Source: an optimization exercise on an open RTL-to-GDS flow (aim: small area and a short achievable clock period). Production flows keep margins and buffers that such runs may drop. The RTL was checked by simulation tests, not by an equivalence proof against the original design. Power figures rest on the tool's default switching activity, not on a simulated workload.

File: flow/design.v
module alu (input wire reset, sel, input wire [1:0] op, input wire [15:0] a, b, d,
	    output wire [15:0] w, output wire cout);
	wire inv, s_d, s_sum, nslg, s_or;
	wire [15:0] ng, nt, p;            
	wire [7:0] g2, t2;                
	wire [3:0] ng4, nt4;              
	wire [1:0] g8, t8;                
	wire [15:0] c;                    
	aluctl ctl (.reset(reset), .sel(sel), .op(op), .inv(inv), .s_d(s_d), .s_sum(s_sum), .nslg(nslg), .s_or(s_or));
	genvar i;
	generate
		pgen0 pg0 (.a(a[0]), .b(b[0]), .inv(inv), .ng(ng[0]), .nt(nt[0]), .p(p[0]));
		for (i = 1; i < 16; i = i + 1) begin : bs
			pgen pg (.a(a[i]), .b(b[i]), .inv(inv), .ng(ng[i]), .nt(nt[i]), .p(p[i]));
		end
		for (i = 0; i < 8; i = i + 1) begin : l1
			gtn2p n (.ngh(ng[2*i+1]), .nth(nt[2*i+1]), .ngl(ng[2*i]), .ntl(nt[2*i]), .g(g2[i]), .t(t2[i]));
		end
		for (i = 0; i < 4; i = i + 1) begin : l2
			gtp2n n (.gh(g2[2*i+1]), .th(t2[2*i+1]), .gl(g2[2*i]), .tl(t2[2*i]), .ng(ng4[i]), .nt(nt4[i]));
		end
		for (i = 0; i < 2; i = i + 1) begin : l3
			gtn2p n (.ngh(ng4[2*i+1]), .nth(nt4[2*i+1]), .ngl(ng4[2*i]), .ntl(nt4[2*i]), .g(g8[i]), .t(t8[i]));
		end
	endgenerate
	wire g8c;
	gn2p l3c (.ngh(ng4[1]), .nth(nt4[1]), .ngl(ng4[0]), .g(g8c));
	gtp g16 (.g(g8[1]), .t(t8[1]), .c(g8c), .co(cout));
	assign c[0] = inv;
	ninv c1i (.a(ng[0]), .y(c[1]));
	assign c[2] = g2[0];
	gtn c3i (.ng(ng[2]), .nt(nt[2]), .c(c[2]), .co(c[3]));
	ninv c4i (.a(ng4[0]), .y(c[4]));
	gtn c5i (.ng(ng[4]), .nt(nt[4]), .c(c[4]), .co(c[5]));
	gtp c6i (.g(g2[2]), .t(t2[2]), .c(c[4]), .co(c[6]));
	gtn c7i (.ng(ng[6]), .nt(nt[6]), .c(c[6]), .co(c[7]));
	assign c[8] = g8[0];
	gtn c9i (.ng(ng[8]), .nt(nt[8]), .c(c[8]), .co(c[9]));
	gtp c10i (.g(g2[4]), .t(t2[4]), .c(c[8]), .co(c[10]));
	gtn c11i (.ng(ng[10]), .nt(nt[10]), .c(c[10]), .co(c[11]));
	gtn c12i (.ng(ng4[2]), .nt(nt4[2]), .c(c[8]), .co(c[12]));
	gtn c13i (.ng(ng[12]), .nt(nt[12]), .c(c[12]), .co(c[13]));
	gtp c14i (.g(g2[6]), .t(t2[6]), .c(c[12]), .co(c[14]));
	gtn c15i (.ng(ng[14]), .nt(nt[14]), .c(c[14]), .co(c[15]));
	generate
		for (i = 0; i < 16; i = i + 1) begin : ws
			wsel s (.s_d(s_d), .s_sum(s_sum), .nslg(nslg), .s_or(s_or), .d(d[i]), .p(p[i]), .ng(ng[i]), .c(c[i]), .w(w[i]));
		end
	endgenerate
endmodule
module aluctl (input wire reset, sel, input wire [1:0] op, output wire inv, s_d, s_sum, nslg, s_or);
	assign inv = op[0] & ~op[1];
	assign s_d = ~sel & ~reset;
	assign s_sum = sel & ~op[1] & ~reset;
	assign nslg = ~(sel & op[1] & ~reset);
	assign s_or = sel & op[1] & op[0] & ~reset;
endmodule
module pgen (input wire a, b, inv, output wire ng, nt, p);
	wire bx;
	xor2m x (.a(b), .b(inv), .y(bx));
	gtbit gt (.a(a), .b(bx), .ng(ng), .nt(nt), .p(p));
endmodule
module xor2m (input wire a, b, output wire y);
	assign y = a ^ b;
endmodule
module gtbit (input wire a, b, output wire ng, nt, p);
	assign ng = ~(a & b);
	assign nt = ~(a | b);
	xor2m pp (.a(a), .b(b), .y(p));
endmodule
module pgen0 (input wire a, b, inv, output wire ng, nt, p);
	wire bx;
	xor2m x (.a(b), .b(inv), .y(bx));
	xor2m pp (.a(a), .b(bx), .y(p));
	ngc0 cg (.a(a), .b(b), .ci(inv), .ng(ng));
	assign nt = ~(a | bx);
endmodule
module ngc0 (input wire a, b, ci, output wire ng);
	assign ng = ~((a & (b | ci)) | (ci & ~b));
endmodule
module gtn2p (input wire ngh, nth, ngl, ntl, output wire g, t);
	assign g = ~(ngh & (nth | ngl));
	assign t = ~(nth | ntl);
endmodule
module gn2p (input wire ngh, nth, ngl, output wire g);
	assign g = ~(ngh & (nth | ngl));
endmodule
module gtp2n (input wire gh, th, gl, tl, output wire ng, nt);
	assign ng = ~(gh | (th & gl));
	assign nt = ~(th & tl);
endmodule
module gtp (input wire g, t, c, output wire co);
	assign co = g | (t & c);
endmodule
module gtn (input wire ng, nt, c, output wire co);
	assign co = ~ng | (~nt & c);
endmodule
module ninv (input wire a, output wire y);
	assign y = ~a;
endmodule
module wsel (input wire s_d, s_sum, nslg, s_or, d, p, ng, c, output wire w);
	assign w = (s_d & d) | (s_sum & (p ^ c)) | (~nslg & ~ng) | (s_or & p);
endmodule
module wrdec (input wire reset, wr, input wire [2:0] addr, output wire [7:0] ld, nld);
	genvar i;
	generate
		for (i = 0; i < 8; i = i + 1) begin : g
			assign ld[i] = (wr & (addr == i)) | reset;
			assign nld[i] = ~ld[i];
		end
	endgenerate
endmodule
module dec3 (input wire [2:0] addr, output wire [7:0] y);
	genvar i;
	generate
		for (i = 0; i < 8; i = i + 1) begin : g
			assign y[i] = (addr == i);
		end
	endgenerate
endmodule
module hold1 (input wire ld, nld, d, q, output wire y);
	assign y = (ld & d) | (nld & q);
endmodule
module rd8 (input wire [7:0] s, q, output wire o);
	wire y0, y1;
	aoi222 u0 (.a0(s[0]), .b0(q[0]), .a1(s[1]), .b1(q[1]), .a2(s[2]), .b2(q[2]), .y(y0));
	aoi222 u1 (.a0(s[3]), .b0(q[3]), .a1(s[4]), .b1(q[4]), .a2(s[5]), .b2(q[5]), .y(y1));
	assign o = ~(y0 & y1 & ~((s[6] & q[6]) | (s[7] & q[7])));
endmodule
module aoi222 (input wire a0, b0, a1, b1, a2, b2, output wire y);
	assign y = ~((a0 & b0) | (a1 & b1) | (a2 & b2));
endmodule
module reg_alu (input wire clk, reset, sel, wr, input wire [1:0] op, input wire [2:0] rd_addr_a,
		rd_addr_b, wr_addr, input wire [15:0] d_in, output wire [15:0] d_out_a, d_out_b, output wire cout);
	wire [15:0] wdata;
	wire [7:0] ld, nld, ra, rb;
	wire [127:0] y;
	reg [15:0] r0, r1, r2, r3, r4, r5, r6, r7;
	wire [127:0] q = {r7, r6, r5, r4, r3, r2, r1, r0};
	wrdec wdec (.reset(reset), .wr(wr), .addr(wr_addr), .ld(ld), .nld(nld));
	dec3 adec (.addr(rd_addr_a), .y(ra));
	dec3 bdec (.addr(rd_addr_b), .y(rb));
	genvar i, j;
	generate
		for (i = 0; i < 8; i = i + 1) begin : row
			for (j = 0; j < 16; j = j + 1) begin : col
				hold1 h (.ld(ld[i]), .nld(nld[i]), .d(wdata[j]), .q(q[16*i+j]), .y(y[16*i+j]));
			end
		end
		for (j = 0; j < 16; j = j + 1) begin : rd
			rd8 ma (.s(ra), .q({q[112+j], q[96+j], q[80+j], q[64+j], q[48+j], q[32+j], q[16+j], q[j]}), .o(d_out_a[j]));
			rd8 mb (.s(rb), .q({q[112+j], q[96+j], q[80+j], q[64+j], q[48+j], q[32+j], q[16+j], q[j]}), .o(d_out_b[j]));
		end
	endgenerate
	always @(posedge clk) begin
		r0 <= y[15:0];
		r1 <= y[31:16];
		r2 <= y[47:32];
		r3 <= y[63:48];
		r4 <= y[79:64];
		r5 <= y[95:80];
		r6 <= y[111:96];
		r7 <= y[127:112];
	end
	alu calc (.reset(reset), .sel(sel), .op(op), .a(d_out_a), .b(d_out_b), .d(d_in), .w(wdata), .cout(cout));
endmodule
File: flow/flow/run.sh
#!/bin/bash
# The standard layout with two changes:
#  - the port buffers placed at global placement use the smallest buffer
#    cell instead of the delay cell buffer_ports picks by default (every
#    input and output port still gets its own buffer; later repair steps
#    resize them as timing needs);
#  - clock tree synthesis uses a strong root buffer and small leaf buffers.
set -e
echo 'export BUFFER_PORTS_ARGS = -buffer_cell sky130_fd_sc_hd__buf_1' >> config.mk
echo 'export CTS_ARGS = -sink_clustering_enable -sink_clustering_size 8 -sink_clustering_max_diameter 40 -repair_clock_nets -root_buf sky130_fd_sc_hd__clkbuf_16 -buf_list sky130_fd_sc_hd__clkbuf_4 -sink_clustering_buffer sky130_fd_sc_hd__clkbuf_4' >> config.mk
bash standard.sh > standard.log 2>&1
File: flow/standard.sh
#!/bin/bash
# synth_recipe.tcl (not shown) runs the flow's synth.tcl, then flattens the netlist and writes it again
# the make line also repeats each setting of config.mk as NAME=value (left out here)
make -C /OpenROAD-flow-scripts/flow DESIGN_CONFIG=/design/flow/config.mk WORK_HOME=/design/flow/orfs CLKGATE_MAP_FILE= SYNTH_SCRIPT=/design/flow/synth_recipe.tcl "${@:-finish}"
File: flow/config.mk
export PLATFORM = sky130hd
export DESIGN_NAME = reg_alu
export DESIGN_NICKNAME = reg_alu
export VERILOG_FILES = /design/flow/design.v
export SDC_FILE = /design/flow/constraint.sdc
export NUM_CORES = 4
export LEC_CHECK = 0
export ABC_CLOCK_PERIOD_IN_PS = 5000
export CAP_MARGIN = 20
export CORE_MARGIN = 2
export CORE_UTILIZATION = 40
export SETUP_SLACK_MARGIN = 4.8
export SLEW_MARGIN = 20
export SYNTH_HIERARCHICAL = 1
export BUFFER_PORTS_ARGS = -buffer_cell sky130_fd_sc_hd__buf_1
export CTS_ARGS = -sink_clustering_enable -sink_clustering_size 8 -sink_clustering_max_diameter 40 -repair_clock_nets -root_buf sky130_fd_sc_hd__clkbuf_16 -buf_list sky130_fd_sc_hd__clkbuf_4 -sink_clustering_buffer sky130_fd_sc_hd__clkbuf_4
File: flow/constraint.sdc
create_clock -name core_clock -period 12.0 [get_ports {clk}]
set_input_delay 2.4000 -clock core_clock [delete_from_list [all_inputs] [get_ports {clk}]]
set_output_delay 2.4000 -clock core_clock [all_outputs]
set_load 0.01 [all_outputs]
==> run summary, run 1 <==
- Counting the fill cells in the layout gives 1445.
- The portion of the clock cycle consumed by the worst path in the final layout is 59.49%.
- The count of buffers added on input and output ports is 63.
- For this run the aggregate overflow at the end of global routing stands at 0.
- The clock skew after layout is 16.99 ps.
- STA classifies the critical path startpoint as an input pin.
- The total CTS buffers is 17.
- The hold violation total from the final report is 0.
- The count of synthesis-stage warnings from yosys is 7.
- For this run, the total global-route usage over all layers was measured as 28.61%.
- The detailed-route wire length per cell is 26.76 um.
- The longest clock path from root to sink contains 2 buffers.
- Setup violations remaining at the end of the flow were counted as 0.
- The later pin in the worst-skew pair is clocked with a latency of 360 ps.
- After clock tree synthesis, the clock-pin slew on the worst setup and hold paths is 100 ps.
- In this run the cell area of the synthesized design comes to 6220 sq um.
- The root buffer cell chosen for the clock tree is clkbuf_16.
- The worst-case vdd ir drop is 0.07329 mV.
- In the detailed route, the total length drawn on met2 is 11010 um.
- The kind of cell adding the most delay to the critical path is compound AO/OA/AOI/OAI gates.
- In this run the remaining antenna-violating nets after routing total 0.
- The routed design has 23840 um of wire.
- The initial standard-cell utilization of the core is 40.91%.
- The pre-antenna-repair detailed-routing pass consisted of 8 iterations.
- The detailed placement HPWL is 14300 um.
- The number of DRC markers after the initial detailed-route iteration is 1265.
- The detailed router put a total of 9639 um of wire on met1.
- The clock tree from TritonCTS is built.
- After the last flow step, the layout net total stands at 722.
- In this run the power density over the cells is 169.2 nW/um^2.
- In this design, the stage delay of the slowest critical-path cell is 450 ps.
- The cell repeated most along the worst path is o21ai_2.
- The number of rows in the core area is 45.
- The final count of pins violating max slew came to 0.
- The setup TNS after final layout is 0 ps.
- The area added between synthesis and finish is 17.40%.
- The initial antenna violation count is 0.
- Setup repair after global routing left no endpoint under its margin.
- Data arrives at the worst endpoint at 4740 ps.
- STA puts the critical path data required time at 9600 ps.
- The slew at the pin closest to its max-slew limit is 1240 ps.
- The first-pass GRT wire length is 35740 um.
- In this run the worst path has a maximum fanout of 16.
- The mean area per synthesized cell is 10.58 sq um.
- The worst pin sits at a relative slew slack of 17.08%.
- The highest metal layer used by the detailed router is met4.
- The flow ran to the end and the layout has no timing, DRC or antenna violations.
- The horizontal die dimension is 128.7 um.
- The detailed router placed 6411 vias in this run.
- The top-level port count is 64.
- The final critical-path required period is 7139 ps.
- The setup path with the least slack is of type input pin to output port.
- The H-tree was split into 4 levels.
- The number of clock sinks seen by CTS is 128.
- The number of nets produced by synthesis is 619.
- The worst setup path is captured at an output port.
- On the critical path, the stage with the largest delay is an instance of a222oi_1.
- The number of global-route vias before repair is 6219.
- In this run the standard cell core region covers 15200 sq um.
- In the routed design, unresolved DRC markers number 0.
- The leakage power summed over all cells is 2.874 nW.
- Routability-driven placement finished with a final weighted congestion of 0.8310.
- The classification of the worst-slack hold path is register to register.
- The hold slack is 510.5 ps.
- Counting both buffers and inverters, the worst setup path holds a total of 3.
- The die covers 16560 sq um.
- The signal on the critical path passes through buf_2 > nor3b_2 > buf_4 > a222oi_1 > nand3_1 > xor2_1 > nor2_1 > o21ai_2 > a21oi_2 > o21ai_2 > a21o_1 > buf_1.
- Synthesis produced 588 cells.
- For this design, the CTS-stage hold fixing added 0 buffers.
- The count of antenna diodes in the layout is 0.
- The reported max-cap violation count is 0.
- Based on the critical path, the design can be clocked at up to 0.1401 GHz.
- Cells with a size suffix above 1 make up 16.22% of the layout.
- Entering global routing, the biggest net connects 20 pins.
- Wire segments on met3 add up to 2530 um in the final route.
- The die is 128.7 um tall.
- Using the TritonRoute via totals, the vias-per-cell ratio works out to 7.195.
repair_timing:
| item | CTS | global route |
|---|---|---|
| cloned | 0 | 0 |
| setup endpoints to repair | 1 | 1 |
| buffers inserted | 0 | 6 |
| pin swaps | 0 | 13 |
| resized for setup | 13 | 15 |
| hold endpoints to repair | 0 | 0 |
path summary, 6_finish.rpt:
check	start	to	slack, ps	cells past startpoint
setup / recovery	rd_addr_b[1]	cout	4860	12
hold / removal	r1[2]	r1[2]	510	1
setup reg to reg	r0[0]	r3[15]	8420	14
hold reg to reg	r1[2]	r1[2]	510	1
cell type report:
| type | count | area, sq um | area share [%] |
|---|---|---|---|
| clock buffers | 20 | 167.7 | 2.296 |
| flip-flops and latches | 128 | 2562 | 35.09 |
| well taps | 188 | 235.2 | 3.221 |
| clock inverters | 11 | 97.59 | 1.337 |
| inverters | 11 | 41.29 | 0.5655 |
| multi-input cells | 445 | 3766 | 51.58 |
| repair buffers | 88 | 431.7 | 5.912 |
registers in the layout (all words and copies together), names as in the netlist:
signal / cells
r0: 16
r1: 16
r2: 16
r3: 16
r4: 16
r5: 16
r6: 16
r7: 16
per-layer routing:
metal	GRT usage, %	vias to the layer above
met5	0	-
met4	11.45	0
met3	8.815	70
met2	45.16	451
met1	36.60	3149
li1	-	2741
report_power, final:
group          internal, mW  total [mW]  switching (mW)
clock                 0.137       0.290           0.153
combinational         0.154       0.383           0.229
sequential            0.501       0.562          0.0616
cells in the final DEF (no fill, tap or decap), types with 3 or more instances in the layout:
master	n
and3b_4	4
o2bb2ai_1	16
a222oi_1	64
nor2b_2	3
a31o_1	4
a22o_1	128
a21o_1	7
a21oi_1	3
xor2_1	37
nor2_1	24
buf_1	57
nand2_1	18
a21oi_2	3
inv_1	11
dfxtp_1	128
clkinv_1	6
xor2_2	11
buf_2	6
o21ai_2	18
a31oi_1	4
a22oi_1	32
clkinv_2	3
nor3b_2	7
a221o_1	16
clkbuf_4	19
buf_4	25
nand3_1	32
worst reg2reg max path: stages, from the launching register on:
cell and delay (ps):
dfxtp_1 340, a222oi_1 370, nand3_1 260, mux2i_4 280, o21ai_4 260, a21oi_4 110, o21ai_2 330, inv_1 90
o21ai_2 260, a21o_1 200, inv_1 60, o21ai_2 120, xor2_1 80, a221o_1 450, a22o_1 250
stage by stage:
stage	cell area, sq um	total power, mW	utilization, %	setup WS [ps]	std cells
global route	7302	1.297	48.03	4775	891
CTS	7148	1.212	47.02	4808	885
detailed placement	6854	0.9248	45.09	4546	854
floorplan	6220	0.8144	-	4905	588
finish	7302	1.235	48.03	4861	891
global placement	6854	0.9090	45.09	4650	854
==> run 2, diff against run 1 <==
--- a/flow/design.v
+++ b/flow/design.v
@@ -1,5 +1,6 @@
 module alu (input wire reset, sel, input wire [1:0] op, input wire [15:0] a, b, d,
 	    output wire [15:0] w, output wire cout);
-	wire inv, s_d, s_sum, nslg, s_or;
+	wire inv, s_d, s_sum, nsand, s_or;
+	wire [15:0] o;
 	wire [15:0] ng, nt, p;            
 	wire [7:0] g2, t2;                
@@ -7,5 +8,5 @@
 	wire [1:0] g8, t8;                
 	wire [15:0] c;                    
-	aluctl ctl (.reset(reset), .sel(sel), .op(op), .inv(inv), .s_d(s_d), .s_sum(s_sum), .nslg(nslg), .s_or(s_or));
+	aluctl ctl (.reset(reset), .sel(sel), .op(op), .inv(inv), .s_d(s_d), .s_sum(s_sum), .nsand(nsand), .s_or(s_or));
 	genvar i;
 	generate
@@ -45,13 +46,14 @@
 	generate
 		for (i = 0; i < 16; i = i + 1) begin : ws
-			wsel s (.s_d(s_d), .s_sum(s_sum), .nslg(nslg), .s_or(s_or), .d(d[i]), .p(p[i]), .ng(ng[i]), .c(c[i]), .w(w[i]));
+			or2m orr (.a(a[i]), .b(b[i]), .y(o[i]));
+			wsel s (.s_d(s_d), .s_sum(s_sum), .nsand(nsand), .s_or(s_or), .d(d[i]), .p(p[i]), .ng(ng[i]), .o(o[i]), .c(c[i]), .w(w[i]));
 		end
 	endgenerate
 endmodule
-module aluctl (input wire reset, sel, input wire [1:0] op, output wire inv, s_d, s_sum, nslg, s_or);
-	assign inv = op[0] & ~op[1];
+module aluctl (input wire reset, sel, input wire [1:0] op, output wire inv, s_d, s_sum, nsand, s_or);
+	assign inv = op[0];
 	assign s_d = ~sel & ~reset;
 	assign s_sum = sel & ~op[1] & ~reset;
-	assign nslg = ~(sel & op[1] & ~reset);
+	assign nsand = ~(sel & op[1] & ~op[0] & ~reset);
 	assign s_or = sel & op[1] & op[0] & ~reset;
 endmodule
@@ -99,6 +101,9 @@
 	assign y = ~a;
 endmodule
-module wsel (input wire s_d, s_sum, nslg, s_or, d, p, ng, c, output wire w);
-	assign w = (s_d & d) | (s_sum & (p ^ c)) | (~nslg & ~ng) | (s_or & p);
+module wsel (input wire s_d, s_sum, nsand, s_or, d, p, ng, o, c, output wire w);
+	assign w = (s_d & d) | (s_sum & (p ^ c)) | (~nsand & ~ng) | (s_or & o);
+endmodule
+module or2m (input wire a, b, output wire y);
+	assign y = a | b;
 endmodule
 module wrdec (input wire reset, wr, input wire [2:0] addr, output wire [7:0] ld, nld);
--- a/flow/flow/run.sh
+++ b/flow/flow/run.sh
@@ -8,4 +8,4 @@
 set -e
 echo 'export BUFFER_PORTS_ARGS = -buffer_cell sky130_fd_sc_hd__buf_1' >> config.mk
-echo 'export CTS_ARGS = -sink_clustering_enable -sink_clustering_size 8 -sink_clustering_max_diameter 40 -repair_clock_nets -root_buf sky130_fd_sc_hd__clkbuf_16 -buf_list sky130_fd_sc_hd__clkbuf_4 -sink_clustering_buffer sky130_fd_sc_hd__clkbuf_4' >> config.mk
+echo 'export CTS_ARGS = -sink_clustering_enable -repair_clock_nets -root_buf sky130_fd_sc_hd__clkbuf_16 -buf_list sky130_fd_sc_hd__clkbuf_4 -sink_clustering_buffer sky130_fd_sc_hd__clkbuf_4' >> config.mk
 bash standard.sh > standard.log 2>&1
--- a/flow/config.mk
+++ b/flow/config.mk
@@ -14,3 +14,3 @@
 export SYNTH_HIERARCHICAL = 1
 export BUFFER_PORTS_ARGS = -buffer_cell sky130_fd_sc_hd__buf_1
-export CTS_ARGS = -sink_clustering_enable -sink_clustering_size 8 -sink_clustering_max_diameter 40 -repair_clock_nets -root_buf sky130_fd_sc_hd__clkbuf_16 -buf_list sky130_fd_sc_hd__clkbuf_4 -sink_clustering_buffer sky130_fd_sc_hd__clkbuf_4
+export CTS_ARGS = -sink_clustering_enable -repair_clock_nets -root_buf sky130_fd_sc_hd__clkbuf_16 -buf_list sky130_fd_sc_hd__clkbuf_4 -sink_clustering_buffer sky130_fd_sc_hd__clkbuf_4
==> run 2 against run 1 <==
Effect of this change:
- flip-flop and latch count did not move
- setup slack got worse by 25 ps
- clock-buffer cell count shrank 3
- sequential share of layout area decreased by 1.5 points
- first-iteration DRC count grew 12%
- critical path depth fell by 1
- critical path type unchanged
- register-to-register slack improved by 40 ps
==> run summary, run 2 <==
- The flow ran to the end and the layout has no timing, DRC or antenna violations.
- The DRC violations left is 0 (unchanged).
- The post-CTS clock slew at the launch and capture registers of the worst setup and hold paths was 110 ps (about the same).
- In this run the critical register-to-register path is launched from r3[1].
- The number of DRC markers after the initial detailed-route iteration is 1412 (+12%).
- The clock skew after layout is 15.90 ps (-1.090 ps).
- The number of clock sinks seen by CTS is 128 (unchanged).
- Setup repair after global routing left no endpoint under its margin.
- The count of final setup violators was 0 (unchanged).
- The reg-to-reg setup timing slack is 8460 ps (+40 ps).
- The clock tree from TritonCTS is built.
- The total of buffers placed on input and output ports was 63 (unchanged).
- The top-level port count is 64 (unchanged).
- The number of nets produced by synthesis is 635 (+2.6%).
- The number of iterations in the first detailed-routing pass came to 9 (+1).
- The fraction of met2 tracks used by global routing was 46.50% (+1.3 points).
- The met1 usage in global routing came to 38.31% (+1.7 points).
- The number of rows in the core area was 45 (unchanged).
- The highest-utilization routing layer at the global route stage is met2.
- The hold slack is 513.5 ps (+3.092 ps).
- The slowest stage cell on the critical path is a222oi_1.
- The final cell count without fillers is 944 (+5.9%).
- The detailed-route wire length per cell is 26.84 um (+0.31%).
- The final count of pins violating max slew is 0 (unchanged).
- The total number of nets in the final design is 751 (+4.0%).
- The top cell types in the final layout, fill and taps aside, are 128 x a22o_1, 128 x dfxtp_1, 64 x a222oi_1.
- The overall track demand over capacity in global routing was 28.98% (+0.37 points).
- The maximum root-to-sink buffer count is 2 (unchanged).
- The final critical-path required period is 7164 ps (+24.75 ps).
- The mean area per synthesized cell came to 10.48 sq um (-0.93%).
- The maximum number of pins on one net before global-route repair is 21 (+5.0%).
- The wire length reported by the detailed router is 25340 um (+6.3%).
- The number of instances in the synthesized netlist is 604 (+2.7%).
- The worst-case vdd ir drop is 0.1001 mV (+37%).
- The detailed placement HPWL is 14540 um (+1.6%).
- The floorplan die height is 129.8 um (+0.85%).
- The root buffer cell is clkbuf_16.
- The remaining antenna violation count after routing is 0 (unchanged).
- The cell repeated most along the worst path is o21ai_2.
- The relative slew slack is 29.93% (+13 points).
- The worst setup path is launched from an input pin.
- The tightest min-delay check is of the register to register type.
- The total CTS buffers was 17 (unchanged).
- The worst hold path stage count came to 1 (unchanged).
- The number of hold buffers added after cts is 0 (unchanged).
- The number of levels in the clock H-tree is 4 (unchanged).
- STA classifies the critical path endpoint as an output port.
- The hold violation total from the final report is 0 (unchanged).
- The horizontal die dimension is 129.8 um (+0.85%).
- By startpoint and endpoint, the worst setup path is classified as input pin to output port.
- The combined area of all synthesized cells came to 6330 sq um (+1.8%).
- The top achievable clock speed was 0.1396 GHz (-0.35%).
- The first-pass GRT wire length is 36450 um (+2.0%).
- The count of antenna diodes in the layout was 0 (unchanged).
- The total placed cells including tap cells is 890 (+4.2%).
- The final estimated routing congestion in global placement is 0.8502 (+2.3%).
- The worst endpoint data arrival time is 4760 ps (+20 ps).
- The worst-skew pair later-pin latency is 370 ps (about the same).
- The fraction of final layout cells sized beyond drive strength 1 was 19.10% (+2.9 points).
- The required time at the endpoint of the critical path is 9600 ps (about the same).
- The total buffers and inverters traversed by the critical path is 2 (-1).
- The sum of internal, switching and leakage power is 1.344 mW (+8.8%).
- The number of global-route vias before repair is 6251 (+0.51%).
- Relative to the synthesized area, the layout overhead comes to 20.52%.
- The kind of cell adding the most delay to the critical path is compound AO/OA/AOI/OAI gates.
- The total overflow reported by the global router is 0 (unchanged).
- The portion of the clock cycle consumed by the worst path in the final layout is 59.70% (+0.21 points).
- The full die area is 16850 sq um (+1.7%).
- The maximum fanout count along the critical path was 16 (unchanged).
- The via-per-instance ratio is 7.026 (-2.3%).
- The depth of the worst register-to-register path is 15 (+1).
- The initial antenna violation count came to 0 (unchanged).
- The signal on the critical path passes through buf_2 > and3b_4 > a222oi_1 > nand3_1 > xor2_2 > nor2_1 > o21ai_2 > a21oi_4 > o21ai_2 > a21o_1 > clkbuf_2.
- The endpoint of the worst-slack reg-to-reg timing path is r2[15].
- The logic depth of the worst path, buffers included came to 11 (-1).
- The number of fillers in the final layout is 1472 (+1.9%).
- The setup TNS after final layout was 0 ps (unchanged).
- The met3 track utilization from global routing came to 6.683% (-2.1 points).
- The power density over the cells came to 176.2 nW/um^2 (+4.1%).
- The initial standard-cell utilization of the core was 41.33% (+0.42 points).
- The delay contributed by the slowest stage of the critical path is 390 ps (-60 ps).
- The leakage power summed over all cells came to 2.983 nW (+3.8%).
- The slew at the pin closest to its max-slew limit was 1051 ps (-189.0 ps).
- The area inside the core boundary came to 15310 sq um (+0.74%).
- The count of synthesis-stage warnings from yosys is 7 (unchanged).
- The hold path startpoint is r6[6].
- The reported max-cap violation count is 0 (unchanged).
- The total via count in the routed design was 6633 (+3.5%).
- The path with the worst hold slack has its endpoint at r6[6].
==> run 2: changes by cell type in the layout (fill, tap and decap cells not counted), sizes merged <==
cell,previous run,this run
nand3b,1,0
clkinvlp,0,5
and3b,6,7
clkinv,9,5
nand4bb,0,1
or2,0,16
buf,88,98
nor2b,4,3
inv,11,13
bufinv,2,3
==> run 2: metal layers <==
layer  up-vias  part of all wire (%)  wire length [um]
met2       484                    45             11370
met3        78                    11              2883
met1      3258                    40             10200
met5         -                     0                 0
met4         0                   3.5               879
li1       2813                     -                 -
==> run 2: layout make-up <==
| type | count | area (sq um) | area share (%) |
|---|---|---|---|
| multi-input combinational | 461 | 3900 | 51.12 |
| sequential | 128 | 2562 | 33.59 |
| timing repair buffer | 101 | 549.3 | 7.200 |
| tap | 211 | 264.0 | 3.461 |
| clock inverter | 15 | 166.4 | 2.181 |
| clock buffer | 17 | 145.1 | 1.903 |
| inverter | 11 | 41.29 | 0.5412 |
==> run 2: through the flow <==
stage	util [%]	setup WS, ps	instance area (sq um)
floorplan	-	4893	6330
global placement	45.44	4079	6959
detailed placement	45.48	4419	6965
CTS	47.85	4824	7328
global route	49.81	4766	7629
finish	49.81	4836	7629
==> run 2: worst reg2reg max path: cells and delay by family, from the launching register on <==
family | cells | cell delay [ps]
AOI/OAI and AO/OA | 9 | 2340
xor gates and xnor gates | 2 | 310
buffers and inverters | 2 | 130
DFF | 1 | 360
and+or+nand+nor | 2 | 320
==> run 2: how the worst max path moves through the flow <==
stage / startpoint / to / slack [ps]
2_1_floorplan: rd_addr_b[2] / cout / 4890
3_3_place_gp: rd_addr_b[2] / cout / 4080
3_5_place_dp: rd_addr_b[2] / cout / 4420
4_1_cts: rd_addr_a[0] / cout / 4820
5_1_grt: rd_addr_b[1] / cout / 4770
6_report: rd_addr_b[1] / cout / 4840
==> run 2: timing repair <==
action,in CTS,in global routing
hold endpoints to repair,0,0
setup buffers,2,18
resized for setup,11,27
endpoints found under the setup margin,1,1
cloned,0,1
pin swaps,1,20
==> run 2: report_power, final <==
group | switching [mW] | total (mW) | internal, mW
logic | 0.263 | 0.452 | 0.189
clock network | 0.168 | 0.323 | 0.155
registers | 0.0648 | 0.569 | 0.504
==> run 3, diff against run 2 <==
==> flow/flow/run.sh (replaced) <==
#!/bin/bash
# The standard layout with two changes:
#  - the port buffers placed at global placement use the smallest buffer
#    cell instead of the delay cell buffer_ports picks by default (every
#    input and output port still gets its own buffer; later repair steps
#    resize them as timing needs);
#  - clock tree synthesis uses a strong root buffer and mid-size leaf buffers,
#    and adds no dummy loads to balance the leaves.
set -e
echo 'export BUFFER_PORTS_ARGS = -buffer_cell sky130_fd_sc_hd__buf_1' >> config.mk
echo 'export CTS_ARGS = -sink_clustering_enable -repair_clock_nets -dont_use_dummy_load -root_buf sky130_fd_sc_hd__clkbuf_16 -buf_list sky130_fd_sc_hd__clkbuf_8 -sink_clustering_buffer sky130_fd_sc_hd__clkbuf_8' >> config.mk
bash standard.sh > standard.log 2>&1
--- a/flow/config.mk
+++ b/flow/config.mk
@@ -14,3 +14,3 @@
 export SYNTH_HIERARCHICAL = 1
 export BUFFER_PORTS_ARGS = -buffer_cell sky130_fd_sc_hd__buf_1
-export CTS_ARGS = -sink_clustering_enable -repair_clock_nets -root_buf sky130_fd_sc_hd__clkbuf_16 -buf_list sky130_fd_sc_hd__clkbuf_4 -sink_clustering_buffer sky130_fd_sc_hd__clkbuf_4
+export CTS_ARGS = -sink_clustering_enable -repair_clock_nets -dont_use_dummy_load -root_buf sky130_fd_sc_hd__clkbuf_16 -buf_list sky130_fd_sc_hd__clkbuf_8 -sink_clustering_buffer sky130_fd_sc_hd__clkbuf_8
==> run 3 against run 2 <==
Effect of this change:
- clock-buffer cell count unchanged
- fmax about the same
- synthesized cell count unchanged
- critical path type unchanged
- largest cell class unchanged
- highest routed layer unchanged
==> run summary, run 3 <==
- The hold violation total from the final report is 0 (unchanged).
- The initial standard-cell utilization of the core is 41.33% (unchanged).
- The DRC violations left is 0 (unchanged).
- The maximum number of pins on one net before global-route repair was 21 (unchanged).
- The full die area is 16850 sq um (unchanged).
- The number of DRC markers after the initial detailed-route iteration is 1496 (+5.9%).
- The first-pass GRT wire length came to 36430 um (about the same).
- The portion of the clock cycle consumed by the worst path in the final layout was 59.74% (about the same).
- The final count of pins violating max slew is 0 (unchanged).
- The flow ran to the end and the layout has no timing, DRC or antenna violations.
- The horizontal die dimension came to 129.8 um (unchanged).
- The reported max-cap violation count came to 0 (unchanged).
- The classification of the worst-slack hold path is register to register.
- The worst-skew pair later-pin latency is 370 ps (about the same).
- The final estimated routing congestion in global placement is 0.8502 (unchanged).
- The launch instance of the worst register-to-register path is r3[1].
- Relative to the synthesized area, the layout overhead comes to 19.31%.
- The number of levels in the clock H-tree is 4 (unchanged).
- The top-level port count was 64 (unchanged).
- The number of clock sinks seen by CTS is 128 (unchanged).
- The critical path goes through buf_2 > and3b_4 > a222oi_1 > nand3_1 > xor2_2 > nor2_1 > nor2_1 > a21oi_2 > o21ai_2 > a21o_1 > clkbuf_2.
- The total via count in the routed design was 6574 (-0.89%).
- Setup repair after global routing left no endpoint under its margin.
- The clock skew after layout is 30.58 ps (+14.68 ps).
- The count of synthesis-stage warnings from yosys was 7 (unchanged).
- The cell family contributing the most delay on the critical path is simple AND/OR/NAND/NOR gates.
- The number of global-route vias before repair came to 6230 (-0.34%).
- The delay contributed by the slowest stage of the critical path is 380 ps (about the same).
- The setup TNS after final layout is 0 ps (unchanged).
- The relative slew slack is 31.23% (+1.3 points).
- The maximum fanout count along the critical path is 16 (unchanged).
- The total buffers and inverters traversed by the critical path is 2 (unchanged).
- The fraction of final layout cells sized beyond drive strength 1 was 17.71% (-1.4 points).
- The total number of nets in the final design is 750 (-0.13%).
- The area inside the core boundary is 15310 sq um (unchanged).
- The clock tree from TritonCTS is built.
- The total of buffers placed on input and output ports is 63 (unchanged).
- The number of rows in the core area came to 45 (unchanged).
- The sum of internal, switching and leakage power came to 1.300 mW (-3.3%).
- The worst-case vdd ir drop came to 0.09197 mV (-8.2%).
- The required time at the endpoint of the critical path was 9600 ps (about the same).
- The power density over the cells is 172.1 nW/um^2 (-2.3%).
- The total overflow reported by the global router is 0 (unchanged).
- The floorplan die height was 129.8 um (unchanged).
- The final critical-path required period is 7169 ps (+5.700 ps).
- The initial antenna violation count came to 0 (unchanged).
- The detailed placement HPWL is 14540 um (unchanged).
- The combined area of all synthesized cells came to 6330 sq um (unchanged).
- The detailed-route wire length per cell is 27.36 um (+2.0%).
- The remaining antenna violation count after routing is 0 (unchanged).
- The count of antenna diodes in the layout is 0 (unchanged).
- The mean area per synthesized cell is 10.48 sq um (unchanged).
- The number of iterations in the first detailed-routing pass came to 10 (+1).
- The sort of element at the end of the critical path is an output port.
- The hold slack is 500.6 ps (-12.97 ps).
- The overall track demand over capacity in global routing is 29.15% (+0.16 points).
- The number of instances in the synthesized netlist was 604 (unchanged).
- The number of hold buffers added after cts is 0 (unchanged).
- The root buffer cell is clkbuf_16.
- STA classifies the critical path startpoint as an input pin.
- The slew at the pin closest to its max-slew limit is 1031 ps (-20.29 ps).
- The via-per-instance ratio is 7.084 (+0.82%).
- The launch point of the worst path is rd_addr_b[1].
- The number of fillers in the final layout is 1473 (+0.068%).
- The cell that appears most often on the critical path is nor2_1.
- In the layout the commonest cells are 128 x a22o_1, 128 x dfxtp_1, 64 x a222oi_1.
- The total CTS buffers is 17 (unchanged).
- The critical path start-end classification is input pin to output port.
- The leakage power summed over all cells is 2.955 nW (-0.96%).
- The startpoint identified for the worst hold timing path is r1[9].
- The top achievable clock speed is 0.1395 GHz (about the same).
- The post-CTS clock slew at the launch and capture registers of the worst setup and hold paths is 60 ps (-50 ps).
- The wire length reported by the detailed router is 25390 um (+0.23%).
- The count of final setup violators is 0 (unchanged).
- The worst endpoint data arrival time was 4770 ps (about the same).
- The largest individual stage delay along the critical path comes from the cell a222oi_1.
- The number of nets produced by synthesis is 635 (unchanged).
- The maximum root-to-sink buffer count is 2 (unchanged).
-- run 3: area by class of cell --
class	instances	area, sq um	area share [%]
Sequential cell	128	2562	33.93
Inverter	11	41.29	0.5467
Timing Repair Buffer	100	539.3	7.140
Multi-Input combinational cell	461	3900	51.64
Clock buffer	17	245.2	3.247
Tap cell	211	264.0	3.496
-- run 3: final timing paths --
check                           slack (ps)  depth (start not counted)      to
worst min register to register         500                          1   r1[9]
worst max register to register        8460                         15  r2[15]
worst max-delay path                  4830                         11    cout
worst min-delay path                   500                          1   r1[9]
-- run 3: metal layers --
metal  vias up  track usage [%]  routed length [um]
met2       550            46.69               11430
met3        74            8.118                3289
met1      3157            37.90                9913
met4         0            9.994                 758
li1       2793                -                   -
met5         -                0                   0
-- run 3: timing repair --
item,in CTS,in global routing
resized for setup,11,26
gates cloned,0,1
pin swaps,1,23
setup buffers,2,17
endpoints found under the setup margin,1,1
-- run 3: worst reg2reg max path, delay by kind of cell (launching register included) --
| family | cells | cell delay, ps |
|---|---|---|
| DFF | 1 | 330 |
| and+or+nand+nor | 2 | 320 |
| buffers and inverters | 2 | 130 |
| xor gates and xnor gates | 2 | 310 |
| AOI/OAI and AO/OA | 9 | 2340 |
-- run 3: where the power goes --
part / switching (mW) / leakage [nW] / total [mW] / internal, mW
Sequential: 0.0651 / 1.06 / 0.570 / 0.505
Combinational: 0.263 / 1.77 / 0.451 / 0.188
Clock: 0.146 / 0.127 / 0.279 / 0.133
Total: 0.474 / 2.95 / 1.30 / 0.826
-- run 3: per-stage QoR --
stage	area (sq um)	utilization [%]	std cells	worst slack, ps
final	7552	49.31	928	4831
after global routing	7552	49.31	928	4763
after CTS	7262	47.42	909	4822
after detailed placement	6965	45.48	890	4419
after global placement	6959	45.44	890	4079
after floorplan	6330	-	604	4893
==> run 4, diff against run 3 <==
==> flow/flow/run.sh (replaced) <==
#!/bin/bash
# The standard layout with two changes:
#  - the port buffers placed at global placement use the smallest buffer
#    cell instead of the delay cell buffer_ports picks by default (every
#    input and output port still gets its own buffer; later repair steps
#    resize them as timing needs);
#  - clock tree synthesis uses a strong root buffer and small leaf buffers,
#    and adds no dummy loads to balance the leaves.
set -e
echo 'export BUFFER_PORTS_ARGS = -buffer_cell sky130_fd_sc_hd__buf_1' >> config.mk
echo 'export CTS_ARGS = -sink_clustering_enable -repair_clock_nets -dont_use_dummy_load -root_buf sky130_fd_sc_hd__clkbuf_16 -buf_list sky130_fd_sc_hd__clkbuf_4 -sink_clustering_buffer sky130_fd_sc_hd__clkbuf_4' >> config.mk
bash standard.sh > standard.log 2>&1
==> flow/config.mk (replaced) <==
export PLATFORM = sky130hd
export DESIGN_NAME = reg_alu
export DESIGN_NICKNAME = reg_alu
export VERILOG_FILES = /design/flow/design.v
export SDC_FILE = /design/flow/constraint.sdc
export NUM_CORES = 4
export LEC_CHECK = 0
export ABC_CLOCK_PERIOD_IN_PS = 5000
export CAP_MARGIN = 20
export CORE_MARGIN = 2
export CORE_UTILIZATION = 40
export SETUP_SLACK_MARGIN = 5
export SLEW_MARGIN = 20
export SYNTH_HIERARCHICAL = 1
export BUFFER_PORTS_ARGS = -buffer_cell sky130_fd_sc_hd__buf_1
export CTS_ARGS = -sink_clustering_enable -repair_clock_nets -dont_use_dummy_load -root_buf sky130_fd_sc_hd__clkbuf_16 -buf_list sky130_fd_sc_hd__clkbuf_4 -sink_clustering_buffer sky130_fd_sc_hd__clkbuf_4
==> run 4 against run 3 <==
Effect of this change:
- synthesized area did not move
- non-clock buffer count rose by 14
- first-iteration DRC count fell by 3.9%
- cell area rose by 1.6%
- hold slack improved by 7.9 ps
- via count rose by 1.5%
- critical path depth did not move
- clock power fell by 23%
- combinational power rose by 4.7%
- flip-flop and latch count did not move
- largest power group unchanged
==> run summary, run 4 <==
- STA classifies the critical path startpoint as an input pin.
- The number of rows in the core area is 45 (unchanged).
- The number of levels in the clock H-tree is 4 (unchanged).
- The fraction of final layout cells sized beyond drive strength 1 is 20.63% (+2.9 points).
- The mean area per synthesized cell is 10.48 sq um (unchanged).
- The area inside the core boundary is 15310 sq um (unchanged).
- The detailed-route wire length per cell is 27.85 um (+1.8%).
- The final count of pins violating max slew is 0 (unchanged).
- The number of iterations in the first detailed-routing pass is 10 (unchanged).
- The hold slack is 508.5 ps (+7.907 ps).
- The setup TNS after final layout was 0 ps (unchanged).
- The DRC violations left was 0 (unchanged).
- The utilization after layout came to 50.08% (+0.77 points).
- The initial antenna violation count is 0 (unchanged).
- The root buffer cell is clkbuf_16.
- The hold violation total from the final report is 0 (unchanged).
- Setup repair after global routing could not meet its margin everywhere.
- The maximum root-to-sink buffer count was 2 (unchanged).
- The worst-case setup margin in the final layout is 4942 ps (+111.5 ps).
- The total number of nets in the final design came to 765 (+2.0%).
- The depth of the worst register-to-register path is 16 (+1).
- The worst-case vdd ir drop came to 0.08253 mV (-10%).
- The internal power summed over all cells was 0.7826 mW (-5.3%).
- The logic gate share of total power is 37.6% (+2.9 points).
- The full die area is 16850 sq um (unchanged).
- The slew at the pin closest to its max-slew limit is 1092 ps (+61.69 ps).
- The wire length reported by the detailed router came to 26270 um (+3.4%).
- The switching portion of total power is 37.71% (+1.3 points).
- The relative slew slack is 27.17% (-4.1 points).
- The portion of the clock cycle consumed by the worst path in the final layout is 58.81% (-0.93 points).
- The area added between synthesis and finish is 21.17%.
- The top achievable clock speed was 0.1417 GHz (+1.6%).
- The total overflow reported by the global router came to 0 (unchanged).
- The classification of the worst-slack hold path is register to register.
- The number of DRC markers after the initial detailed-route iteration is 1438 (-3.9%).
- The count of final setup violators is 0 (unchanged).
- The power density over the cells is 163.8 nW/um^2 (-4.8%).
- The number of clock sinks seen by CTS is 128 (unchanged).
- The portion of total power attributed to the clock network was 17.1% (-4.4 points).
- The highest metal layer used by the detailed router is met4.
- The maximum number of pins on one net before global-route repair is 21 (unchanged).
- The remaining antenna violation count after routing is 0 (unchanged).
- The number of nets produced by synthesis came to 635 (unchanged).
- The sort of element at the end of the critical path is an output port.
- The maximum fanout count along the critical path is 16 (unchanged).
- The number of hold buffers added after cts is 0 (unchanged).
- The clock skew after layout was 35.38 ps (+4.800 ps).
- The switching power summed over all nets came to 0.4737 mW (about the same).
- The met1 routed wirelength after detailed routing was 10530 um (+6.2%).
- The count of antenna diodes in the layout is 0 (unchanged).
- The top cell types in the final layout, fill and taps aside, are 128 x a22o_1, 128 x dfxtp_1, 64 x a222oi_1.
- The number of instances in the synthesized netlist was 604 (unchanged).
- The first-pass GRT wire length came to 37630 um (+3.3%).
- The via-per-instance ratio came to 7.077 (about the same).
- The number of global-route vias before repair was 6333 (+1.7%).
- The combined area of all synthesized cells is 6330 sq um (unchanged).
- The worst endpoint data arrival time came to 4660 ps (-110 ps).
- The worst setup path is of the input pin to output port kind.
- The count of synthesis-stage warnings from yosys is 7 (unchanged).
- The total of buffers placed on input and output ports is 63 (unchanged).
- The worst-skew pair later-pin latency is 370 ps (about the same).
- The required time at the endpoint of the critical path is 9600 ps (about the same).
- The post-CTS clock slew at the launch and capture registers of the worst setup and hold paths is 70 ps (about the same).
- The overall track demand over capacity in global routing came to 30.27% (+1.1 points).
- TritonCTS built the clock tree.
- The routed wire length on met2 was 11400 um (-0.26%).
- The floorplan die height is 129.8 um (unchanged).
- The total CTS buffers is 17 (unchanged).
- The leakage power summed over all cells is 3.038 nW (+2.8%).
- The final estimated routing congestion in global placement was 0.8849 (+4.1%).
- The amount of wire on met3 after detailed routing was 3514 um (+6.8%).
- The detailed placement HPWL is 14890 um (+2.4%).
- The reported max-cap violation count is 0 (unchanged).
- The final critical-path required period is 7058 ps (-111.5 ps).
- The horizontal die dimension is 129.8 um (unchanged).
- The reg-to-reg setup timing slack is 8350 ps (-110 ps).
- The top-level port count came to 64 (unchanged).
- The sequential fraction of design power was 45.3% (+1.4 points).
- The flow ran to the end and the layout has no timing, DRC or antenna violations.
- The initial standard-cell utilization of the core is 41.33% (unchanged).
- The worst hold path stage count is 1 (unchanged).
- The worst slack at placement is 4635 ps (+216.2 ps).
- The total via count in the routed design came to 6674 (+1.5%).
run 4: through the flow:
stage	instance area, sq um	instances	total power [mW]
floorplan	6350	604	0.8584
CTS	7466	929	1.226
global route	7670	943	1.316
finish	7670	943	1.256
detailed placement	6969	889	0.9807
global placement	6958	888	0.9608
run 4: critical path: stages:
cell and delay, ps:
buf_2 160, nor3b_2 180, buf_4 220, a222oi_1 450
nand3_2 230, nor2_2 210, o21ai_2 100, a21oi_2 210
o21ai_1 120, a21o_1 220, buf_2 140
run 4: repair_timing:
item	4_1_cts	5_1_grt
pin swaps	32	15
setup endpoints to repair	1	1
cloned	2	3
endpoints found under the hold margin	0	0
setup buffers	21	11
gates resized for setup	42	23
run 4: power groups by stage:
stage,logic [mW],clock network [mW],registers (mW)
3_5_place_dp,0.407,0,0.574
6_report,0.472,0.215,0.569
3_3_place_gp,0.393,0,0.568
2_1_floorplan,0.302,0,0.557
5_1_grt,0.504,0.236,0.576
4_1_cts,0.445,0.216,0.565
run 4: path summary, 6_finish.rpt:
path / from / end
setup / recovery: rd_addr_a[1] / cout
hold / removal: r0[12] / r0[12]
setup reg to reg: r0[1] / r7[15]
hold reg to reg: r0[12] / r0[12]
run 4: layout make-up:
type                            count  area (sq um)
Tap cell                          211         264.0
Inverter                           11         41.29
Timing Repair Buffer              114         701.9
Sequential cell                   128          2562
Multi-Input combinational cell    462          3955
Clock buffer                       17         145.1
Fill cell                        1427          7645
run 4: routing by layer:
layer | GRT usage, % | vias up
li1 | - | 2830
met1 | 39.81 | 3194
met2 | 46.94 | 571
met3 | 9.676 | 79
met4 | 10.75 | 0
met5 | 0 | -
==> run 5, diff against run 4 <==
--- a/flow/config.mk
+++ b/flow/config.mk
@@ -10,5 +10,5 @@
 export CORE_MARGIN = 2
 export CORE_UTILIZATION = 40
-export SETUP_SLACK_MARGIN = 5
+export SETUP_SLACK_MARGIN = 4.4
 export SLEW_MARGIN = 20
 export SYNTH_HIERARCHICAL = 1
==> run 5 against run 4 <==
Effect of this change:
- still clean
- first-iteration DRC count down 4.5%
- combinational power down 12%
- flip-flop and latch count unchanged
- non-clock buffer count down 32
- register-to-register slack better by 140 ps
==> run summary, run 5 <==
- The number of iterations in the first detailed-routing pass is 9 (-1).
- The count of synthesis-stage warnings from yosys is 7 (unchanged).
- The logic gate share of total power came to 34.7% (-2.9 points).
- The maximum root-to-sink buffer count is 2 (unchanged).
- In this design, the critical path's most frequently occurring cell is buf_1.
- The final count of pins violating max slew came to 0 (unchanged).
- The power density over the cells is 167.7 nW/um^2 (+2.4%).
- The root buffer cell is clkbuf_16.
- The DRC violations left is 0 (unchanged).
- The floorplan die height came to 129.8 um (unchanged).
- The number of clock sinks seen by CTS was 128 (unchanged).
- The delay contributed by the slowest stage of the critical path is 450 ps (about the same).
- The hold slack is 504.9 ps (-3.569 ps).
- The top-level port count is 64 (unchanged).
- The maximum number of pins on one net before global-route repair came to 21 (unchanged).
- The switching portion of total power came to 37.55% (-0.15 points).
- The total of buffers placed on input and output ports was 63 (unchanged).
- The hold violation total from the final report came to 0 (unchanged).
- The overall track demand over capacity in global routing is 28.93% (-1.3 points).
- In the layout the commonest cells are 128 x a22o_1, 128 x dfxtp_1, 64 x a222oi_1.
- The total buffers and inverters traversed by the critical path is 2 (-1).
- The detailed placement HPWL is 14540 um (-2.4%).
- The number of fillers in the final layout was 1506 (+5.5%).
- The number of nets produced by synthesis is 635 (unchanged).
- The total number of nets in the final design is 731 (-4.4%).
- The utilization after layout came to 46.64% (-3.4 points).
- The wire length reported by the detailed router is 24890 um (-5.2%).
- The total overflow reported by the global router came to 0 (unchanged).
- The portion of the clock cycle consumed by the worst path in the final layout came to 62.31% (+3.5 points).
- The relative slew slack is 29.89% (+2.7 points).
- The worst-skew pair later-pin latency is 370 ps (about the same).
- The maximum fanout count along the critical path is 16 (unchanged).
- The combined area of all synthesized cells is 6330 sq um (unchanged).
- Relative to the synthesized area, the layout overhead comes to 12.85%.
- The internal power summed over all cells came to 0.7483 mW (-4.4%).
- The mean area per synthesized cell is 10.48 sq um (unchanged).
- The leakage power summed over all cells came to 2.791 nW (-8.1%).
- The first-pass GRT wire length is 36260 um (-3.6%).
- The number of global-route vias before repair is 6189 (-2.3%).
- The number of instances in the synthesized netlist is 604 (unchanged).
- The sum of internal, switching and leakage power is 1.198 mW (-4.6%).
- The via-per-instance ratio came to 7.121 (+0.62%).
- The detailed-route wire length per cell is 27.38 um (-1.7%).
- The count of final setup violators is 0 (unchanged).
- The run finished with no timing, DRC or antenna violations.
- The fraction of final layout cells sized beyond drive strength 1 is 11.46% (-9.2 points).
- The final critical-path required period is 7477 ps (+419.1 ps).
- STA classifies the critical path startpoint as an input pin.
- The slew at the pin closest to its max-slew limit is 1052 ps (-40.78 ps).
- The total CTS buffers was 17 (unchanged).
- The horizontal die dimension came to 129.8 um (unchanged).
- The final estimated routing congestion in global placement came to 0.8502 (-3.9%).
- The number of hold buffers added after cts is 0 (unchanged).
- The worst-case vdd ir drop came to 0.08426 mV (+2.1%).
- The required time at the endpoint of the critical path is 9600 ps (about the same).
- The switching power summed over all nets is 0.4499 mW (-5.0%).
- The total placed cells including tap cells is 890 (+0.11%).
- In this run the worst hold path is classified as register to register.
- In this design, the largest share of critical-path delay is due to compound AO/OA/AOI/OAI gates.
- The area inside the core boundary came to 15310 sq um (unchanged).
- The critical path goes through buf_1 > and3b_2 > a222oi_1 > nand3_1 > mux2i_1 > o21ai_2 > a21oi_2 > o21ai_1 > a21o_1 > buf_1.
- The count of antenna diodes in the layout is 0 (unchanged).
- The final cell count without fillers came to 909 (-3.6%).
- The critical path is of the input pin to output port type.
- The post-CTS clock slew at the launch and capture registers of the worst setup and hold paths is 60 ps (about the same).
- The setup TNS after final layout is 0 ps (unchanged).
- The full die area is 16850 sq um (unchanged).
- The number of rows in the core area is 45 (unchanged).
- The worst endpoint data arrival time came to 5080 ps (+420 ps).
- The total via count in the routed design came to 6473 (-3.0%).
- The number of DRC markers after the initial detailed-route iteration was 1374 (-4.5%).
- The largest individual stage delay along the critical path comes from the cell and3b_2.
- The sequential fraction of design power was 47.5% (+2.2 points).
- The top achievable clock speed is 0.1337 GHz (-5.6%).
- Setup repair after global routing left no endpoint under its margin.
- The initial standard-cell utilization of the core came to 41.33% (unchanged).
- The clock skew after layout is 47.47 ps (+12.09 ps).
- The sort of element at the end of the critical path is an output port.
- The portion of total power attributed to the clock network is 17.8% (+0.7 points).
- The initial antenna violation count is 0 (unchanged).
- The clock tree from TritonCTS is built.
- The number of levels in the clock H-tree is 4 (unchanged).
- The remaining antenna violation count after routing is 0 (unchanged).
- The reported max-cap violation count is 0 (unchanged).
run 5: path summary, 6_finish.rpt:
| kind | startpoint | endpoint | slack, ps | depth (start not counted) |
|---|---|---|---|---|
| min | r2[9] | r2[9] | 500 | 1 |
| min reg2reg | r2[9] | r2[9] | 500 | 1 |
| max | rd_addr_b[1] | cout | 4520 | 10 |
| max reg2reg | r3[1] | r2[15] | 8490 | 15 |
run 5: layout make-up:
class	instances	area [sq um]	share of cell area, %
clock buffer	17	145.1	2.032
tap	211	264.0	3.696
sequential	128	2562	35.87
inverter	11	41.29	0.5780
timing repair buffer	82	396.6	5.553
multi-input combinational	460	3734	52.27
run 5: metrics by stage:
step                area (sq um)  worst slack (ps)
detailed placement          6965              4419
CTS                         7111              4459
finish                      7143              4523
floorplan                   6330              4893
global placement            6959              4079
global route                7143              4405
run 5: power groups by stage:
stage | registers [mW] | clock network (mW) | logic, mW
final | 0.569 | 0.213 | 0.416
after global placement | 0.569 | 0 | 0.395
after CTS | 0.565 | 0.217 | 0.408
after floorplan | 0.557 | 0 | 0.301
after global routing | 0.577 | 0.236 | 0.445
after detailed placement | 0.573 | 0 | 0.406
run 5: repair_timing:
action | 4_1_cts | 5_1_grt
buffers inserted | 0 | 1
setup endpoints to repair | 0 | 1
gates resized for setup | 0 | 1
run 5: worst reg2reg max path, delay by kind of cell, from the launching register on:
family                 cells  cell delay (ps)
AND/OR/NAND/NOR            2              290
flip-flops                 1              340
buffers and inverters      2              130
AO/OA/AOI/OAI              9             2280
XOR/XNOR                   2              360
run 5: per-layer routing:
layer  track usage (%)  routed length, um  vias to the layer above
met2             46.44              11290                      501
met4             10.44                560                        0
met1             37.81              10010                     3153
met3             7.257               3034                       60
met5                 0                  0                        -
li1                  -                  -                     2759
==> run 6, diff against run 5 <==
--- a/flow/config.mk
+++ b/flow/config.mk
@@ -10,5 +10,5 @@
 export CORE_MARGIN = 2
 export CORE_UTILIZATION = 40
-export SETUP_SLACK_MARGIN = 4.4
+export SETUP_SLACK_MARGIN = 4.8
 export SLEW_MARGIN = 20
 export SYNTH_HIERARCHICAL = 1
==> run 6 against run 5 <==
Effect of this change:
- first-iteration DRC count rose by 4.9%
- register-to-register slack barely moved
- final cell count up 2.2%
- synthesized area unchanged
- flip-flop and latch count is the same
- utilization rose by 2.1 points
- highest routed layer unchanged
==> run summary, run 6 <==
- The via-per-instance ratio is 7.142 (+0.30%).
- The clock skew after layout is 50.25 ps (+2.780 ps).
- The count of antenna diodes in the layout is 0 (unchanged).
- The count of synthesis-stage warnings from yosys is 7 (unchanged).
- The number of instances in the synthesized netlist is 604 (unchanged).
- The root buffer cell is clkbuf_16.
- The post-CTS clock slew at the launch and capture registers of the worst setup and hold paths is 80 ps (+20 ps).
- The floorplan die height is 129.8 um (unchanged).
- The relative slew slack is 27.78% (-2.1 points).
- The area added between synthesis and finish is 17.89%.
- The number of clock sinks seen by CTS is 128 (unchanged).
- The initial standard-cell utilization of the core is 41.33% (unchanged).
- The area inside the core boundary came to 15310 sq um (unchanged).
- The total via count in the routed design is 6635 (+2.5%).
- The slew at the pin closest to its max-slew limit is 1083 ps (+31.61 ps).
- The clock tree from TritonCTS is built.
- In the layout the commonest cells are 128 x a22o_1, 128 x dfxtp_1, 64 x a222oi_1.
- The top-level port count is 64 (unchanged).
- The hold violation total from the final report came to 0 (unchanged).
- The maximum fanout count along the critical path was 16 (unchanged).
- The portion of total power attributed to the clock network is 17.4% (-0.4 points).
- The setup TNS after final layout is 0 ps (unchanged).
- The maximum number of pins on one net before global-route repair is 21 (unchanged).
- The area used by multi-input combinational logic came to 3900 sq um (+4.5%).
- The full die area came to 16850 sq um (unchanged).
- The total overflow reported by the global router is 0 (unchanged).
- The wire length reported by the detailed router was 25290 um (+1.6%).
- The worst-skew pair later-pin latency came to 380 ps (about the same).
- The count of final setup violators came to 0 (unchanged).
- The detailed placement HPWL is 14540 um (unchanged).
- Setup repair after global routing left no endpoint under its margin.
- The detailed-route wire length per cell is 27.22 um (-0.60%).
- The classification of the worst-slack hold path is register to register.
- The power density over the cells is 165.6 nW/um^2 (-1.3%).
- The number of fillers in the final layout is 1485 (-1.4%).
- The number of levels in the clock H-tree is 4 (unchanged).
- The total of buffers placed on input and output ports was 63 (unchanged).
- The combined area of all synthesized cells was 6330 sq um (unchanged).
- The number of iterations in the first detailed-routing pass is 10 (+1).
- The leakage power summed over all cells is 2.919 nW (+4.6%).
- The horizontal die dimension came to 129.8 um (unchanged).
- The final critical-path required period is 7142 ps (-334.9 ps).
- The worst-case vdd ir drop was 0.08363 mV (-0.76%).
- The DRC violations left is 0 (unchanged).
- The initial antenna violation count is 0 (unchanged).
- The number of nets produced by synthesis is 635 (unchanged).
- The maximum root-to-sink buffer count is 2 (unchanged).
- The area taken by flip-flops and latches is 2562 sq um (unchanged).
- The critical path is of the input pin to output port type.
- The switching power summed over all nets is 0.4648 mW (+3.3%).
- The run finished with no timing, DRC or antenna violations.
- The final count of pins violating max slew is 0 (unchanged).
- The number of rows in the core area was 45 (unchanged).
- The sequential fraction of design power was 46.0% (-1.5 points).
- The number of DRC markers after the initial detailed-route iteration was 1442 (+4.9%).
- The fraction of final layout cells sized beyond drive strength 1 is 17.83% (+6.4 points).
- The final estimated routing congestion in global placement was 0.8502 (unchanged).
- The number of global-route vias before repair is 6194 (+0.081%).
- The total number of nets in the final design was 751 (+2.7%).
- The first-pass GRT wire length is 36310 um (+0.15%).
- The overall track demand over capacity in global routing is 28.95% (about the same).
- The internal power summed over all cells is 0.7707 mW (+3.0%).
- The utilization after layout was 48.73% (+2.1 points).
- The total CTS buffers is 17 (unchanged).
- The worst endpoint data arrival time came to 4740 ps (-340 ps).
- The logic gate share of total power is 36.6% (+1.9 points).
- The top achievable clock speed came to 0.1400 GHz (+4.7%).
- The remaining antenna violation count after routing came to 0 (unchanged).
- STA classifies the critical path startpoint as an input pin.
- The switching portion of total power is 37.62% (+0.072 points).
- The portion of the clock cycle consumed by the worst path in the final layout is 59.52% (-2.8 points).
- The worst setup path is captured at an output port.
- The required time at the endpoint of the critical path came to 9600 ps (about the same).
- The mean area per synthesized cell is 10.48 sq um (unchanged).
- The reported max-cap violation count is 0 (unchanged).
-- run 6: layout make-up --
cell class	instances	share of cell area [%]
sequential	128	34.34
clock buffer	17	1.945
tap	211	3.538
inverter	11	0.5533
timing repair buffer	101	7.361
multi-input combinational	461	52.26
-- run 6: power by group through the flow --
stage               combinational, mW  clock (mW)  sequential (mW)
global route                    0.481       0.236            0.577
CTS                             0.410       0.217            0.565
global placement                0.395           0            0.569
floorplan                       0.301           0            0.557
finish                          0.452       0.215            0.569
detailed placement              0.406           0            0.573
-- run 6: worst paths after layout --
check / slack (ps) / depth (start not counted) / from / endpoint
max reg2reg: 8490 / 15 / r3[1] / r2[15]
min: 510 / 1 / r4[11] / r4[11]
max: 4860 / 12 / rd_addr_b[1] / cout
min reg2reg: 510 / 1 / r4[11] / r4[11]
-- run 6: critical path: stages --
cell      delay [ps]
buf_2            180
nor3b_2          180
buf_4            230
a222oi_1         390
nand3_1          230
xor2_2           210
nor2_1           200
nor2_1           110
a21oi_2          240
o21ai_2           80
a21o_1           170
clkbuf_2         120
-- run 6: metrics by stage --
stage / power (mW) / cell area, sq um / hold WS (ps) / cells / setup WS [ps]
after global placement: 0.9641 / 6959 / 473.4 / 890 / 4079
after global routing: 1.293 / 7462 / 525.3 / 929 / 4766
after detailed placement: 0.9787 / 6965 / 476.7 / 890 / 4419
after CTS: 1.192 / 7162 / 502.4 / 909 / 4824
final: 1.235 / 7462 / 506.7 / 929 / 4858
after floorplan: 0.8582 / 6330 / 459.9 / 604 / 4893
-- run 6: what timing repair did --
| action | 4_1_cts | 5_1_grt |
|---|---|---|
| resized for setup | 11 | 27 |
| setup endpoints to repair | 1 | 1 |
| hold buffers | 0 | 0 |
| setup buffers | 2 | 18 |
| gates cloned | 0 | 1 |
| pin swaps | 1 | 20 |
-- run 6: metal layers --
layer	wire, um	share of wire, %	track usage [%]	vias to the layer above
met5	0	0	0	-
met4	717	2.8	10.25	0
met3	3073	12	7.011	67
met2	11550	46	46.50	544
met1	9944	39	38.08	3231
li1	-	-	-	2793
==> run 7, diff against run 6 <==
--- a/flow/config.mk
+++ b/flow/config.mk
@@ -10,5 +10,5 @@
 export CORE_MARGIN = 2
 export CORE_UTILIZATION = 40
-export SETUP_SLACK_MARGIN = 4.8
+export SETUP_SLACK_MARGIN = 4.6
 export SLEW_MARGIN = 20
 export SYNTH_HIERARCHICAL = 1
==> run 7 against run 6 <==
Effect of this change:
- still clean
- synthesized area is the same
- clock power is essentially flat
- utilization fell by 1.9 points
- fmax shrank 2.2%
- first-iteration DRC count down 3.3%
- combinational power decreased by 7.3%
- synthesized cell count stayed put
- critical path depth decreased by 1
- global-route usage is essentially flat
- non-clock buffer count decreased by 18
- via count fell by 2.0%
- register-to-register slack about the same
- largest cell class unchanged
==> run summary, run 7 <==
- The flow ran to the end and the layout has no timing, DRC or antenna violations.
- The maximum fanout count along the critical path is 16 (unchanged).
- The initial antenna violation count is 0 (unchanged).
- The met1 usage in global routing came to 38.08% (unchanged).
- The delay contributed by the slowest stage of the critical path is 430 ps (+40 ps).
- The finished layout cell area is 7177 sq um (-3.8%).
- The fraction of final layout cells sized beyond drive strength 1 is 12.30% (-5.5 points).
- The count of final setup violators is 0 (unchanged).
- The total CTS buffers is 17 (unchanged).
- The combined area of all synthesized cells came to 6330 sq um (unchanged).
- The DRC violations left came to 0 (unchanged).
- The number of nets produced by synthesis was 635 (unchanged).
- The maximum number of pins on one net before global-route repair came to 21 (unchanged).
- The total of buffers placed on input and output ports came to 63 (unchanged).
- The first-pass GRT wire length was 36290 um (about the same).
- Traced cell by cell, the critical path runs through clkbuf_2 > and3b_2 > a222oi_1 > nand3_1 > xor2_1 > nor2_1 > o21ai_2 > a21oi_2 > o21ai_1 > a21o_1 > buf_1.
- The required time at the endpoint of the critical path is 9600 ps (about the same).
- The number of rows in the core area came to 45 (unchanged).
- The launch instance of the worst register-to-register path is r3[1].
- The detailed placement HPWL is 14540 um (unchanged).
- The total buffers and inverters traversed by the critical path is 2 (-1).
- The total placed cells including tap cells came to 890 (unchanged).
- The number of DRC markers after the initial detailed-route iteration is 1394 (-3.3%).
- The post-CTS clock slew at the launch and capture registers of the worst setup and hold paths was 90 ps (about the same).
- The final cell count without fillers is 910 (-2.0%).
- The number of global-route vias before repair is 6190 (-0.065%).
- The relative slew slack is 28.49% (+0.70 points).
- The reported max-cap violation count was 0 (unchanged).
- The detailed-route wire length per cell came to 27.40 um (+0.65%).
- The classification of the worst-slack hold path is register to register.
- The critical path start-end classification is input pin to output port.
- The worst hold path stage count is 1 (unchanged).
- The hold path startpoint is r6[6].
- The top-level port count is 64 (unchanged).
- The remaining antenna violation count after routing is 0 (unchanged).
- Leaving out fill and tap cells, the most frequent cells in the layout are 128 x a22o_1, 128 x dfxtp_1, 64 x a222oi_1.
- The overall track demand over capacity in global routing came to 28.95% (about the same).
- The number of clock sinks seen by CTS was 128 (unchanged).
- The total overflow reported by the global router was 0 (unchanged).
- The hold violation total from the final report came to 0 (unchanged).
- Setup repair after global routing left no endpoint under its margin.
- The reg-to-reg setup timing slack was 8480 ps (about the same).
- The portion of the clock cycle consumed by the worst path in the final layout came to 60.88% (+1.4 points).
- The number of iterations in the first detailed-routing pass came to 10 (unchanged).
- The count of antenna diodes in the layout is 0 (unchanged).
- The full die area is 16850 sq um (unchanged).
- TritonCTS built the clock tree.
- The layer flagged by global routing as most heavily used is met2.
- The top achievable clock speed was 0.1369 GHz (-2.2%).
- The root buffer cell chosen for the clock tree is clkbuf_16.
- The met3 track utilization from global routing came to 7.011% (unchanged).
- The number of instances in the synthesized netlist came to 604 (unchanged).
- The launching element type of the critical path is an input pin.
- The total number of nets in the final design is 732 (-2.5%).
- The area inside the core boundary came to 15310 sq um (unchanged).
- The initial standard-cell utilization of the core came to 41.33% (unchanged).
- The worst-skew pair later-pin latency is 370 ps (about the same).
- The worst-case vdd ir drop is 0.08387 mV (+0.29%).
- For hold timing, the worst endpoint is r6[6].
- The sort of element at the end of the critical path is an output port.
- The floorplan die height is 129.8 um (unchanged).
- The maximum root-to-sink buffer count is 2 (unchanged).
- The wire length reported by the detailed router came to 24930 um (-1.4%).
- The final count of pins violating max slew is 0 (unchanged).
- The standard cell area after detailed placement is 6965 sq um (unchanged).
- The kind of cell adding the most delay to the critical path is compound AO/OA/AOI/OAI gates.
- The slew at the pin closest to its max-slew limit is 1073 ps (-10.55 ps).
- The total via count in the routed design is 6501 (-2.0%).
- The number of hold buffers added after cts is 0 (unchanged).
- The setup TNS after final layout is 0 ps (unchanged).
- The final estimated routing congestion in global placement was 0.8502 (unchanged).
- The clock skew after layout is 47.79 ps (-2.464 ps).
- Relative to the synthesized area, the layout overhead comes to 13.38%.
- The mean area per synthesized cell is 10.48 sq um (unchanged).
- The leakage power summed over all cells was 2.799 nW (-4.1%).
- The worst register-to-register path ends at r2[15].
- The sum of internal, switching and leakage power is 1.201 mW (-2.8%).
- The logic depth of the worst path, buffers included is 11 (-1).
- The via-per-instance ratio is 7.144 (about the same).
- The fraction of met2 tracks used by global routing is 46.47% (about the same).
- The worst endpoint data arrival time is 4910 ps (+170 ps).
- The slowest stage cell on the critical path is and3b_2.
- The final critical-path required period is 7306 ps (+163.7 ps).
- The depth of the worst register-to-register path is 15 (unchanged).
- The number of levels in the clock H-tree came to 4 (unchanged).
- The horizontal die dimension was 129.8 um (unchanged).
- The power density over the cells came to 167.4 nW/um^2 (+1.1%).
- The count of synthesis-stage warnings from yosys is 7 (unchanged).
run 7: how the worst max path moves through the flow:
| stage | startpoint | to | slack, ps |
|---|---|---|---|
| after floorplan | rd_addr_b[2] | cout | 4890 |
| after global routing | rd_addr_b[1] | cout | 4600 |
| after CTS | rd_addr_b[1] | cout | 4610 |
| after global placement | rd_addr_b[2] | cout | 4080 |
| after detailed placement | rd_addr_b[2] | cout | 4420 |
| final | rd_addr_b[1] | cout | 4690 |
run 7: where the power goes:
part / internal, mW / switching (mW) / leakage [nW]
registers: 0.504 / 0.0646 / 1.06
logic: 0.168 / 0.251 / 1.65
clock network: 0.0774 / 0.136 / 0.0859
run 7: final cells by class:
cell class                 count  area, sq um
sequential                   128         2562
timing repair buffer          83        407.9
tap                          211        264.0
multi-input combinational    460         3756
fill                        1504         8138
inverter                      11        41.29
clock buffer                  17        145.1
run 7: through the flow:
stage	worst slack, ps	hold WS [ps]	util (%)
final	4694	508.4	46.86
after global routing	4604	525.3	46.86
after CTS	4610	502.4	46.65
after detailed placement	4419	476.7	45.48
after global placement	4079	473.4	45.44
after floorplan	4893	459.9	-
run 7: metal layers:
metal	part of all wire [%]	vias to the layer above
met5	0	-
met4	2.5	0
met3	12	55
met2	45	497
met1	40	3181
li1	-	2768
run 7: what timing repair did:
item	in CTS	in global routing
endpoints found under the hold margin	0	0
buffers inserted	2	0
endpoints found under the setup margin	1	1
resized for setup	2	8
pin swaps	1	0
gates cloned	0	0

Setup slack of run 7, layout unchanged: 4.694 ns with ideal ports, 4.665 ns with driving cells assumed (clock clkbuf_16, inputs buf_2), 4.665 ns with port delays also shifted by the 0.392 ns mid clock arrival.
